Source: an optimization exercise on an open RTL-to-GDS flow (aim: small area, a short achievable clock period and few clock cycles per item). Production flows keep margins and buffers that such runs may drop.
Only simulation tests tie the RTL to the original design; equivalence was not proved.
Power figures rest on the tool's default switching activity, not on a simulated workload.

==> flow/design.v (excerpt) <==
module wallace_multi (
    input clk,
    input rst,
    input [15:0] a,
    input [15:0] b,
    output reg [31:0] p,
    output reg done
);
For scale: ~840 cells after synthesis, about 11000 µm² of cells after synthesis.
clock: 4.0 ns
lec_check: 0
cap_margin: 20
core_margin: 2
core_utilization: 40
cts_buf_list: sky130_fd_sc_hd__clkbuf_8
cts_cluster_size: 30
setup_slack_margin: 1.6
slew_margin: 20
synth_hierarchical: 1
standard.sh (not shown) runs the stock make flow with config.mk's settings and CLKGATE_MAP_FILE= SYNTH_SCRIPT=/design/flow/synth_recipe.tcl, a recipe that flattens the netlist after the stock synthesis.
==> flow/flow/run.sh <==
#!/bin/bash
set -euo pipefail
export BUFFER_PORTS_ARGS="-buffer_cell sky130_fd_sc_hd__buf_2"
bash standard.sh finish > orfs_make.log 2>&1
The first run completed without violations.
Testbench counts at the start, summed over its fixed seeds: cycles 16,024, items 16,000.
==> next run, changes <==
- CTS_BUF_LIST: sky130_fd_sc_hd__clkbuf_8 -> sky130_fd_sc_hd__clkbuf_4
- CTS_CLUSTER_DIAMETER: not set -> 60
- CTS_CLUSTER_SIZE: 30 -> 10
=>
- power is lower by about 9%
- sequential cell count stays the same
- clock skew is higher by 12 ps
- wire length is lower by about 1%
==> next run, changes <==
- CTS_BUF_LIST: sky130_fd_sc_hd__clkbuf_4 -> not set
- CTS_CLUSTER_DIAMETER: 60 -> not set
- CTS_CLUSTER_SIZE: 10 -> not set
After rerunning:
- power rises by 11%
- design area rises by 3.8%
- sequential cell count does not change
- critical path depth is unchanged
- via count falls by 0.77%
- worst setup slack gets better by 23 ps
- synthesized cell count does not change
- global-route usage is about the same
- non-clock buffer count falls by 4
- worst hold slack gets worse by 130 ps
==> next run, changes <==
- CTS_BUF_LIST: not set -> sky130_fd_sc_hd__clkbuf_4
After rerunning:
- The changed run passed the timing, DRC and antenna checks
- wire length came out higher slightly
- synthesized area stays the same
- clock power came out lower by about a fifth
- synthesized cell count is unchanged
- global-route usage came out higher by 0.23 points

* * *

Setup of v6:
wallace_multi, a different RTL version from the one above (not shown whole).
Size: about 820 cells after synthesis, ~67 I/O pins, about 0.011 sq mm of cells after synthesis.
Settings: LEC_CHECK=0, CAP_MARGIN=20, CORE_MARGIN=2, CORE_UTILIZATION=40, CTS_BUF_LIST=sky130_fd_sc_hd__clkbuf_8, CTS_CLUSTER_DIAMETER=80, CTS_CLUSTER_SIZE=16, SETUP_SLACK_MARGIN=1.8, SLEW_MARGIN=20, SYNTH_HIERARCHICAL=1; clock period 4.0 ns.
==> flow/flow/run.sh <==
#!/bin/bash
set -euo pipefail
export BUFFER_PORTS_ARGS="-buffer_cell sky130_fd_sc_hd__buf_1"
bash standard.sh finish > orfs_make.log 2>&1
Testbench counts of v6, summed over its fixed seeds: cycles 16,024, items 16,000.
What v7 does differently from v6 at the input level:
==> flow/flow/run.sh <==
#!/bin/bash
set -euo pipefail
export BUFFER_PORTS_ARGS="-buffer_cell sky130_fd_sc_hd__buf_2"
bash standard.sh finish > orfs_make.log 2>&1
[summary]
Taking v6 as the reference, in v7 clock group share of total power now sits lower, shortest period the worst path allows now sits higher, final worst-path setup slack now sits lower, data required time of the worst path now sits higher, wire length now sits higher.

* * *

Another version of the RTL of wallace_multi (not shown whole).
For scale: ~920 cells after synthesis, roughly 320 flip-flops, roughly 67 I/O pins.
clock: 4.0 ns
lec_check: 0
cap_margin: 20
core_margin: 2
core_utilization: 55
cts_buf_list: sky130_fd_sc_hd__clkbuf_8
cts_cluster_diameter: 80
cts_cluster_size: 16
setup_slack_margin: 2.0
slew_margin: 20
synth_hierarchical: 1
==> flow/flow/run.sh <==
#!/bin/bash
set -euo pipefail
export BUFFER_PORTS_ARGS="-buffer_cell sky130_fd_sc_hd__buf_2"
bash standard.sh finish > orfs_make.log 2>&1
The baseline went through all stages and came out clean.
Testbench counts at the start, summed over its fixed seeds: cycles 16,032, items 16,000.
Then changed:
CORE_UTILIZATION = 40   (was 55)
SETUP_SLACK_MARGIN = 2.2   (was 2.0)
Effect: Area after synthesis stays the same; clock-buffer cell count came out higher by 2; first-iteration DRC count grows by about a fifth; combinational power went up by roughly a tenth; global-route usage goes down by 5.0 points; register-to-register slack stays flat; design area came out higher by a few percent; routed wire length came out higher by a few percent; utilization fell by 15 points; total power grows by a few percent.

port drivers added, routing unchanged:
How much do the figures lean on ideal ports? The routed layouts below were timed once more, with nothing changed but the port constraints.
Step 1 assumes that a clkbuf_16 drives the clock port and a buf_2 every other input.
Step 2 adds t to the input delays and takes it off the output delays; t is the mean of the earliest and latest rising clock arrival at the registers after step 1. Input paths then give back, and output paths get back, about the clock's delay inside the block.
Slacks: no drivers / after step 1 / after step 2; pairs: no drivers / after step 1.
| run | t (ns) | setup WS [ns] | latest minus earliest clock arrival (ns) | cell pins on the clock port's net |
|---|---|---|---|---|
| the first run of note 1 | 0.561 | 1.592 / 1.592 / 1.592 | 0.016 / 0.017 | 1 |
| the second run of note 1 | 0.728 | 1.573 / 1.573 / 1.573 | 0.028 / 0.029 | 1 |
| the third run of note 1 | 0.563 | 1.595 / 1.595 / 1.595 | 0.016 / 0.016 | 1 |
| the fourth run of note 1 | 0.704 | 1.587 / 1.587 / 1.587 | 0.033 / 0.033 | 1 |
| v6 | 0.558 | 1.813 / 1.813 / 1.813 | 0.014 / 0.014 | 1 |
| v7 | 0.571 | 1.788 / 1.788 / 1.788 | 0.027 / 0.027 | 1 |
| the first run of note 3 | 0.609 | 2.043 / 2.043 / 2.043 | 0.017 / 0.017 | 1 |
| the second run of note 3 | 0.609 | 2.046 / 2.046 / 2.046 | 0.043 / 0.043 | 1 |
After both steps every run listed still meets setup and hold.
